From an optimization exercise on the open Yosys and OpenROAD flow, aimed at small area, a short achievable clock period and few clock cycles per item; shortcuts taken in it are not production practice.
RTL that was checked went through simulation tests only; none was proved equivalent to the original.
Power is estimated from default activity; no workload was simulated.

==> flow/design.v (excerpt) <==
module non_restoring_divider #(
    parameter DATA_WIDTH = 32
) (
    input  logic                    clk_i,
    input  logic                    clk_en_i,
    input  logic                    rst_n_i,
    input  logic [DATA_WIDTH - 1:0] dividend_i,
    input  logic [DATA_WIDTH - 1:0] divisor_i,
    input  logic                    data_valid_i,
    output logic [DATA_WIDTH - 1:0] quotient_o,
    output logic [DATA_WIDTH - 1:0] remainder_o,
    output logic                    divide_by_zero_o,
    output logic                    data_valid_o,
    output logic                    idle_o
);
Size in the first run: about 110 flip-flops, about 140 I/O pins, roughly 0.0065 mm² of cells after synthesis.
Settings: LEC_CHECK=0, CAP_MARGIN=20, CORE_MARGIN=2, CORE_UTILIZATION=40, CTS_BUF_LIST=sky130_fd_sc_hd__clkbuf_8, SETUP_SLACK_MARGIN=2.6, SLEW_MARGIN=20; clock period 6.0 ns.
standard.sh (not shown) runs the stock make flow with config.mk's settings and CLKGATE_MAP_FILE= SYNTH_SCRIPT=/design/flow/synth_recipe.tcl, a recipe that flattens the netlist after the stock synthesis.
==> flow/flow/run.sh <==
#!/bin/bash
# Standard ORFS layout, but with small buffers on the ports instead of the
# default delay-cell buffers (repair may still upsize them).
set -euo pipefail
export BUFFER_PORTS_ARGS="-buffer_cell sky130_fd_sc_hd__buf_1"
bash standard.sh > standard.log 2>&1
The starting point completed with no timing, DRC or antenna violations.
Next try:
==> flow/flow/run.sh (replaced) <==
#!/bin/bash
# Standard ORFS layout (the standard.sh), with small buffers on the
# ports instead of the default delay-cell buffers (repair may still upsize
# them). ORFS writes each step's log under orfs/logs; make's own output goes
# to standard.log here.
set -euo pipefail
export BUFFER_PORTS_ARGS="-buffer_cell sky130_fd_sc_hd__buf_1"

bash standard.sh > standard.log 2>&1
SETUP_SLACK_MARGIN = 2.8   (was 2.6)
After rerunning: The changed run produced a clean layout; wire length increases by a few percent; via count increases by a few percent; synthesized cell count stays the same; final area increases by a few percent; sequential cell count does not change; utilization increases by 2.5 points; worst hold slack is worse by 0.017 ns; global-route usage increases by 0.52 points; first-iteration DRC count increases by about a fifth.
Next try:
SETUP_SLACK_MARGIN = 3.0   (was 2.8)
=> Sequential power barely changes. Core utilization went up by 2.6 points. Clock power came out lower by about 1%. Non-clock buffer count grows by 28. Hold slack improved by 0.018 ns. Worst setup slack is better by 0.063 ns. Final area climbs by 5.2%.
Next try:
==> flow/flow/run.sh (replaced) <==
#!/bin/bash
# Standard ORFS layout, but with small buffers on the ports instead of the
# default delay-cell buffers (repair may still upsize them).
set -euo pipefail
export BUFFER_PORTS_ARGS="-buffer_cell sky130_fd_sc_hd__buf_1"
bash standard.sh > standard.log 2>&1
CTS_BUF_LIST = unset   (was sky130_fd_sc_hd__clkbuf_8)
SETUP_SLACK_MARGIN = 2.5   (was 3.0)
Outcome: The new run ran to the end with no violations. Wire length drops by 8.7%. Critical path depth drops by 1. Cell count drops by 4.8%.
No run of this note included a check of the RTL's function; only the layout flow was run.

Another version of the RTL of non_restoring_divider (not shown whole).
Size in the first run: ~640 cells after synthesis, about 140 I/O pins.
export LEC_CHECK = 0
export CAP_MARGIN = 5
export CORE_MARGIN = 2
export CORE_UTILIZATION = 40
export CTS_BUF_LIST = sky130_fd_sc_hd__clkbuf_8
export SETUP_SLACK_MARGIN = 2.7
export SLEW_MARGIN = 5
create_clock -name core_clock -period 6.0 [get_ports {clk_i}]
==> flow/flow/run.sh <==
#!/bin/bash
# Standard ORFS layout (the standard.sh), with small buffers on the
# ports instead of the default delay-cell buffers (repair may still upsize
# them). ORFS writes each step's log under orfs/logs; make's own output goes
# to standard.log here.
set -euo pipefail
export BUFFER_PORTS_ARGS="-buffer_cell sky130_fd_sc_hd__buf_1"

bash standard.sh > standard.log 2>&1
Testbench counts at the start, summed over its fixed seeds: cycles 167,768, divisions 8,000.
Rerun with:
==> flow/flow/run.sh (replaced) <==
#!/bin/bash
# Standard ORFS layout (the standard.sh) with two changes:
#  - small buffers on the ports instead of the default delay-cell buffers
#    (repair may still upsize them);
#  - synthesis maps the combinational logic with flow/abc.script in place of
#    ORFS's abc_speed.script (flip-flop mapping is unchanged, so the
#    registers keep the standard synthesis's names and cell types).
# ORFS writes each step's log under orfs/logs; make's output goes to
# standard.log here.
set -euo pipefail
rm -rf scripts_mod
cp -r "$FLOW_HOME/scripts" scripts_mod
cp flow/abc.script scripts_mod/abc_speed.script
export SCRIPTS_DIR="$PWD/scripts_mod"
export BUFFER_PORTS_ARGS="-buffer_cell sky130_fd_sc_hd__buf_1"
bash standard.sh > standard.log 2>&1
==> flow/flow/abc.script (new file) <==
&get -n
&st
&dch
&nf -p
&st
&syn2
&if -g -K 6
&synch2
&nf -p
&st
&syn2
&if -g -K 6
&synch2
&nf -p
&st
&syn2
&if -g -K 6
&synch2
&nf -p
&st
&syn2
&if -g -K 6
&synch2
&nf -p
&st
&syn2
&if -g -K 6
&synch2
&nf -p
&put
buffer -c
topo
stime -c
upsize -c
dnsize -c
CAP_MARGIN = 20   (was 5)
SLEW_MARGIN = 20   (was 5)
After rerunning:
- first-iteration DRC count grows by a quarter to a third
- total power is higher slightly
- flip-flop and latch count stays the same
- synthesized area stays flat
- core utilization is about the same
- routed wire length rises by a few percent
- cell area stays flat
- worst setup slack gains 0.030 ns
- global-route usage increases by 0.79 points
- non-clock buffer count rose by 1
- die area hardly moves
Rerun with:
==> flow/flow/abc.script (replaced) <==
&get -n
&st
&dch -f
&nf -p
&put
buffer -c
topo
stime -c
upsize -c
dnsize -c
- synthesized cell count went up by roughly a tenth
- routed wire length went up by roughly a tenth
- die area went up slightly
- area after synthesis went up slightly
- final area went up slightly
- critical path depth went down by 1
- sequential power went up slightly
Rerun with:
==> flow/flow/run.sh (replaced) <==
#!/bin/bash
# Standard ORFS layout, but with small buffers on the ports instead of the
# default delay-cell buffers (repair may still upsize them).
set -euo pipefail
export BUFFER_PORTS_ARGS="-buffer_cell sky130_fd_sc_hd__buf_1"
bash standard.sh > standard.log 2>&1
CTS_CLUSTER_SIZE = 30   (was not set)
SETUP_SLACK_MARGIN = 2.5   (was 2.7)
removed: flow/flow/abc.script
What happened:
- area after synthesis drops slightly
- final cell count goes down by a few percent
- count of clock-buffer cells in the layout stays the same
- cell area is lower slightly
- synthesized cell count came out lower by a few percent
- global-route usage decreases by 2.1 points
- power goes up slightly
- core utilization falls by 0.21 points
- sequential power decreases slightly
Rerun with:
==> flow/run.sh (new file) <==
#!/bin/bash
# synth_recipe.tcl (not shown) runs the flow's synth.tcl, then flattens the netlist and writes it again
# the make line also repeats each setting of config.mk as NAME=value (left out here)
make -C /OpenROAD-flow-scripts/flow DESIGN_CONFIG=/design/flow/config.mk WORK_HOME=/design/flow/orfs CLKGATE_MAP_FILE= SYNTH_SCRIPT=/design/flow/synth_recipe.tcl finish
CORE_UTILIZATION = 65   (was 40)
CTS_BUF_LIST = not set   (was sky130_fd_sc_hd__clkbuf_8)
CTS_CLUSTER_SIZE = not set   (was 30)
removed: flow/flow/run.sh
removed: flow/standard.sh
=> Clock-buffer cell count rises by 1; total power rises by a few percent; clock skew falls by 0.0065 ns; non-clock buffer count rises by 9; synthesized cell count does not change; design area rises by roughly a tenth.

non_restoring_divider, a different RTL version from the one above (not shown whole).
Size: ~660 cells after synthesis, about 100 flip-flops, roughly 140 I/O pins, roughly 0.0065 mm² of cells after synthesis.
Design non_restoring_divider, start of the top module:
module non_restoring_divider #(
    parameter DATA_WIDTH = 32
) (
    input  logic                    clk_i,
    input  logic                    clk_en_i,
    input  logic                    rst_n_i,
    input  logic [DATA_WIDTH - 1:0] dividend_i,
    input  logic [DATA_WIDTH - 1:0] divisor_i,
    input  logic                    data_valid_i,
    output logic [DATA_WIDTH - 1:0] quotient_o,
    output logic [DATA_WIDTH - 1:0] remainder_o,
    output logic                    divide_by_zero_o,
    output logic                    data_valid_o,
    output logic                    idle_o
);
clock: 6.0 ns
lec_check: 0
cap_margin: 20
core_margin: 2
core_utilization: 40
setup_slack_margin: 3.5
slew_margin: 20
run.sh (not shown) runs the stock make flow with config.mk's settings and CLKGATE_MAP_FILE= SYNTH_SCRIPT=/design/flow/synth_recipe.tcl, a recipe that flattens the netlist after the stock synthesis.
Stock flow here: none of the scripts above is used.
The baseline ran to the end with no violations.
Change:
- SETUP_SLACK_MARGIN: 3.5 -> default
The changed run produced a clean layout.
Sequential power is about the same.
Design area is lower by about 15%.
Sequential share of layout area is higher by 5.6 points.
Total power is lower by 7.0%.
Die area does not change.
First-iteration DRC count is lower by about 11%.
Count of clock-buffer cells in the layout stays the same.
Wire length is lower by 19%.
Non-clock buffer count is lower by 76.
Change:
- SETUP_SLACK_MARGIN: default -> 2.5
Effect: The changed run completed with no timing, DRC or antenna violations. Final cell count grows by 0.89%. Sequential cell count does not change. Via count stays the same. Non-clock buffer count grows by 8. Setup slack is better by 730 ps. Fmax grows by 22%. Total power grows by 0.58%. Worst hold slack stays flat. Routed wire length grows by 1.1%. Synthesized cell count is unchanged.
No functional check of the RTL was part of any run of this note.

non_restoring_divider, a different RTL version from the one above (not shown whole).
Size in the first run: about 890 cells after synthesis, about 100 flip-flops, ~140 I/O pins.
==> flow/config.mk <==
export PLATFORM = sky130hd
export DESIGN_NAME = non_restoring_divider
export DESIGN_NICKNAME = non_restoring_divider
export VERILOG_FILES = /design/flow/design.v
export SDC_FILE = /design/flow/constraint.sdc
export NUM_CORES = 4
export LEC_CHECK = 0
export CAP_MARGIN = 20
export CORE_MARGIN = 2
export CORE_UTILIZATION = 40
export CTS_BUF_LIST = sky130_fd_sc_hd__clkbuf_8
export SETUP_SLACK_MARGIN = 1.0
export SLEW_MARGIN = 20
==> flow/constraint.sdc <==
create_clock -name core_clock -period 6.0 [get_ports {clk_i}]
set_input_delay 1.2000 -clock core_clock [delete_from_list [all_inputs] [get_ports {clk_i}]]
set_output_delay 1.2000 -clock core_clock [all_outputs]
set_load 0.01 [all_outputs]
standard.sh (not shown) runs the stock make flow with config.mk's settings and CLKGATE_MAP_FILE= SYNTH_SCRIPT=/design/flow/synth_recipe.tcl, a recipe that flattens the netlist after the stock synthesis.
==> flow/flow/run.sh <==
#!/bin/bash
# Standard ORFS layout (the standard.sh), with small buffers on the
# ports instead of the default delay-cell buffers (repair may still upsize
# them). ORFS writes each step's log under orfs/logs; make's own output goes
# to standard.log here.
set -euo pipefail
export BUFFER_PORTS_ARGS="-buffer_cell sky130_fd_sc_hd__buf_1"

bash standard.sh > standard.log 2>&1
Edit:
==> flow/run.sh (new file) <==
#!/bin/bash
# synth_recipe.tcl (not shown) runs the flow's synth.tcl, then flattens the netlist and writes it again
# the make line also repeats each setting of config.mk as NAME=value (left out here)
make -C /OpenROAD-flow-scripts/flow DESIGN_CONFIG=/design/flow/config.mk WORK_HOME=/design/flow/orfs CLKGATE_MAP_FILE= SYNTH_SCRIPT=/design/flow/synth_recipe.tcl finish
- CTS_BUF_LIST: sky130_fd_sc_hd__clkbuf_8 -> default
- SETUP_SLACK_MARGIN: 1.0 -> 2.5
removed: flow/flow/run.sh
removed: flow/standard.sh
The new run went through all stages and came out clean.
Global-route usage grows by 3.3 points.
Clock skew grows by 3.1 ps.
Wire length grows by about 9%.
Clock-buffer cell count is unchanged.
Sequential share of layout area shrinks by 4.1 points.
Core utilization grows by 8.9 points.
Non-clock buffer count grows by 42.
Worst setup slack improves by 61 ps.
Via count grows by 3.4%.
Final cell count grows by 3.2%.
Sequential power hardly moves.
No run of this note included a check of the RTL's function; only the layout flow was run.

non_restoring_divider with an RTL version that a note above also has.
Size in the first run: about 140 I/O pins, about 6400 sq um of cells after synthesis.
==> flow/design.v (excerpt) <==
module non_restoring_divider #(
    parameter DATA_WIDTH = 32
) (
    input  logic                    clk_i,
    input  logic                    clk_en_i,
    input  logic                    rst_n_i,
    input  logic [DATA_WIDTH - 1:0] dividend_i,
    input  logic [DATA_WIDTH - 1:0] divisor_i,
    input  logic                    data_valid_i,
    output logic [DATA_WIDTH - 1:0] quotient_o,
    output logic [DATA_WIDTH - 1:0] remainder_o,
    output logic                    divide_by_zero_o,
    output logic                    data_valid_o,
    output logic                    idle_o
);
clock: 6.0 ns
lec_check: 0
cap_margin: 20
core_margin: 2
core_utilization: 40
cts_buf_list: sky130_fd_sc_hd__clkbuf_8
setup_slack_margin: 2.7
slew_margin: 20
==> flow/flow/run.sh <==
#!/bin/bash
# Standard ORFS layout, but with small buffers on the ports instead of the
# default delay-cell buffers (repair may still upsize them).
set -euo pipefail
export BUFFER_PORTS_ARGS="-buffer_cell sky130_fd_sc_hd__buf_1"
bash standard.sh > standard.log 2>&1
The first run completed with no timing, DRC or antenna violations.
Testbench counts at the start, summed over its fixed seeds: cycles 167,768, divisions 8,000.
Edit:
==> flow/flow/run.sh (replaced) <==
#!/bin/bash
# Standard ORFS layout (the standard.sh), with small buffers on the
# ports instead of the default delay-cell buffers (repair may still upsize
# them). ORFS writes each step's log under orfs/logs; make's own output goes
# to standard.log here.
set -euo pipefail
export BUFFER_PORTS_ARGS="-buffer_cell sky130_fd_sc_hd__buf_1"
export RECOVER_POWER=100
bash standard.sh > standard.log 2>&1
Settings changed: SETUP_SLACK_MARGIN 2.7 to 2.9.
The changed run reached the layout checks and failed them: capacitance limit, slew limit.
Total power goes up by 4.5%.
Sequential share of layout area goes down by 1.1 points.
Area after synthesis is unchanged.
Hold slack gets better by 0.0078 ns.
Cell count goes up by 1.8%.
Worst setup slack gets worse by 0.78 ns.
Final area goes up by about 2.6%.
Critical path depth goes down by 1.
Via count goes up by 2.8%.
Routed wire length goes up by 6.0%.

non_restoring_divider again, from the RTL that the note above started with.
export LEC_CHECK = 0
export CAP_MARGIN = 20
export CORE_MARGIN = 2
export CORE_UTILIZATION = 40
export SETUP_SLACK_MARGIN = 2.0
export SLEW_MARGIN = 20
create_clock -name core_clock -period 6.0 [get_ports {clk_i}]
==> flow/flow/run.sh <==
#!/bin/bash
# Standard ORFS layout, but with small buffers on the ports instead of the
# default delay-cell buffers (repair may still upsize them).
set -euo pipefail
export BUFFER_PORTS_ARGS="-buffer_cell sky130_fd_sc_hd__buf_1"
bash standard.sh > standard.log 2>&1
Testbench counts at the start, summed over its fixed seeds: cycles 167,768, divisions 8,000.
Rerun with:
==> flow/flow/run.sh (replaced) <==
#!/bin/bash
# Standard ORFS layout (the standard.sh), with small buffers on the
# ports instead of the default delay-cell buffers (repair may still upsize
# them). ORFS writes each step's log under orfs/logs; make's own output goes
# to standard.log here.
set -euo pipefail
export BUFFER_PORTS_ARGS="-buffer_cell sky130_fd_sc_hd__buf_1"

bash standard.sh > standard.log 2>&1
Settings changed: CTS_BUF_LIST set to sky130_fd_sc_hd__clkbuf_8, SETUP_SLACK_MARGIN 2.0 to 2.8.
Routed wire length came out higher by 2.6%.
Worst setup slack is better by 630 ps.
Cell count is higher by about 1.6%.
Rerun with:
==> flow/flow/run.sh (replaced) <==
#!/bin/bash
# Standard ORFS layout (the standard.sh) with two changes:
#  - small buffers on the ports instead of the default delay-cell buffers
#    (repair may still upsize them);
#  - synthesis maps the combinational logic with flow/abc.script in place of
#    ORFS's abc_speed.script (flip-flop mapping is unchanged, so the
#    registers keep the standard synthesis's names and cell types).
# ORFS writes each step's log under orfs/logs; make's output goes to
# standard.log here.
set -euo pipefail
rm -rf scripts_mod
cp -r "$FLOW_HOME/scripts" scripts_mod
cp flow/abc.script scripts_mod/abc_speed.script
export SCRIPTS_DIR="$PWD/scripts_mod"
export BUFFER_PORTS_ARGS="-buffer_cell sky130_fd_sc_hd__buf_1"
bash standard.sh > standard.log 2>&1
==> flow/flow/abc.script (new file) <==
&get -n
&st
&dch
&nf -R 1000
&put
Settings changed: SETUP_SLACK_MARGIN 2.8 to 2.7.
- utilization rises by 0.27 points
- sequential power stays flat
- synthesized cell count falls by 1.6%
Rerun with:
==> flow/flow/run.sh (replaced) <==
#!/bin/bash
# Standard ORFS layout (the standard.sh), with small buffers on the
# ports instead of the default delay-cell buffers (repair may still upsize
# them). ORFS writes each step's log under orfs/logs; make's own output goes
# to standard.log here.
set -euo pipefail
export BUFFER_PORTS_ARGS="-buffer_cell sky130_fd_sc_hd__buf_1"

bash standard.sh > standard.log 2>&1
Settings changed: CORE_UTILIZATION 40 to 70.
removed: flow/flow/abc.script
Outcome: Die area falls by 40%; core utilization went up by 35 points; fmax goes down by 2.6%; via count grows by 1.8%; power goes down by 1.9%; final area shrinks by 0.79%; worst setup slack gets worse by 85 ps; critical path depth grows by 1; global-route usage goes up by 12 points.
Rerun with:
Settings changed: CORE_UTILIZATION 70 to 40, CTS_BUF_LIST sky130_fd_sc_hd__clkbuf_8 to sky130_fd_sc_hd__clkbuf_8 sky130_fd_sc_hd__clkbuf_16.
After rerunning: The changed run produced a clean layout; global-route usage shrinks by 14 points; power grows by 6.2%; non-clock buffer count grows by 2; fmax grows by 1.6%; first-iteration DRC count shrinks by 43%; hold slack improves by 12 ps; worst setup slack improves by 50 ps; synthesized area is unchanged.

port drivers added, routing unchanged:
How much do the figures lean on ideal ports? The routed layouts below were timed once more, with nothing changed but the port constraints.
Step 1 sets driving cells, clkbuf_16 on the clock port and buf_2 on the other inputs (assumed; they add their load-dependent delay and slew).
Step 2, shift: input delay + t, output delay - t, t = (earliest + latest rising clock arrival at the registers) / 2. This alone moves slack from input paths to output paths.
a / b / c = ideal / step 1 / step 2; a / b = the first two.
run | shift t [ns] | setup slack, ns | latest minus earliest clock arrival (ns) | slew at the worst register clock pin (ns) | cell pins on the clock port's net
the first run of note 1 | 0.427 | 2.699 / 2.699 / 2.323 | 0.020 / 0.021 | 0.12 / 0.12 | 1
the second run of note 1 | 0.430 | 2.838 / 2.838 / 2.471 | 0.014 / 0.014 | 0.11 / 0.11 | 1
the third run of note 1 | 0.426 | 2.901 / 2.901 / 2.607 | 0.018 / 0.019 | 0.11 / 0.11 | 1
the fourth run of note 1 | 0.405 | 2.614 / 2.614 / 2.310 | 0.016 / 0.017 | 0.08 / 0.08 | 1
the first run of note 2 | 0.430 | 2.800 / 2.770 / 2.389 | 0.024 / 0.024 | 0.12 / 0.12 | 1
the second run of note 2 | 0.428 | 2.831 / 2.831 / 2.464 | 0.020 / 0.020 | 0.12 / 0.12 | 1
the third run of note 2 | 0.421 | 2.747 / 2.747 / 2.374 | 0.015 / 0.016 | 0.11 / 0.11 | 1
the fourth run of note 2 | 0.424 | 2.690 / 2.690 / 2.279 | 0.021 / 0.021 | 0.12 / 0.12 | 1
the fifth run of note 2 | 0.404 | 2.417 / 2.415 / 2.011 | 0.011 / 0.012 | 0.10 / 0.10 | 1
the first run of note 3 | 0.404 | 2.980 / 2.980 / 2.850 | 0.010 / 0.010 | 0.08 / 0.08 | 1
the second run of note 3 | 0.401 | 1.917 / 1.934 / 1.533 | 0.009 / 0.009 | 0.08 / 0.08 | 1
the third run of note 3 | 0.399 | 2.649 / 2.666 / 2.267 | 0.008 / 0.008 | 0.08 / 0.08 | 1
the first run of note 4 | 0.437 | 0.879 / 0.879 / 0.879 | 0.014 / 0.014 | 0.12 / 0.12 | 1
the second run of note 4 | 0.414 | 0.940 / 0.940 / 0.940 | 0.017 / 0.017 | 0.09 / 0.09 | 1
the first run of note 5 | 0.430 | 2.800 / 2.770 / 2.389 | 0.024 / 0.024 | 0.12 / 0.12 | 1
the second run of note 5 | 0.425 | 2.020 / 2.032 / 1.607 | 0.023 / 0.023 | 0.12 / 0.12 | 1
the first run of note 6 | 0.399 | 2.226 / 2.245 / 1.845 | 0.015 / 0.015 | 0.08 / 0.08 | 1
the second run of note 6 | 0.422 | 2.861 / 2.861 / 2.491 | 0.025 / 0.025 | 0.12 / 0.12 | 1
the third run of note 6 | 0.419 | 2.832 / 2.840 / 2.430 | 0.017 / 0.018 | 0.11 / 0.11 | 1
the fourth run of note 6 | 0.399 | 2.748 / 2.748 / 2.390 | 0.018 / 0.017 | 0.11 / 0.11 | 1
the fifth run of note 6 | 0.402 | 2.798 / 2.815 / 2.416 | 0.022 / 0.022 | 0.09 / 0.09 | 1
For the second run of note 5, which loses most, drivers alone change the setup slack by +0.012 ns; drivers and shift together by -0.413 ns.
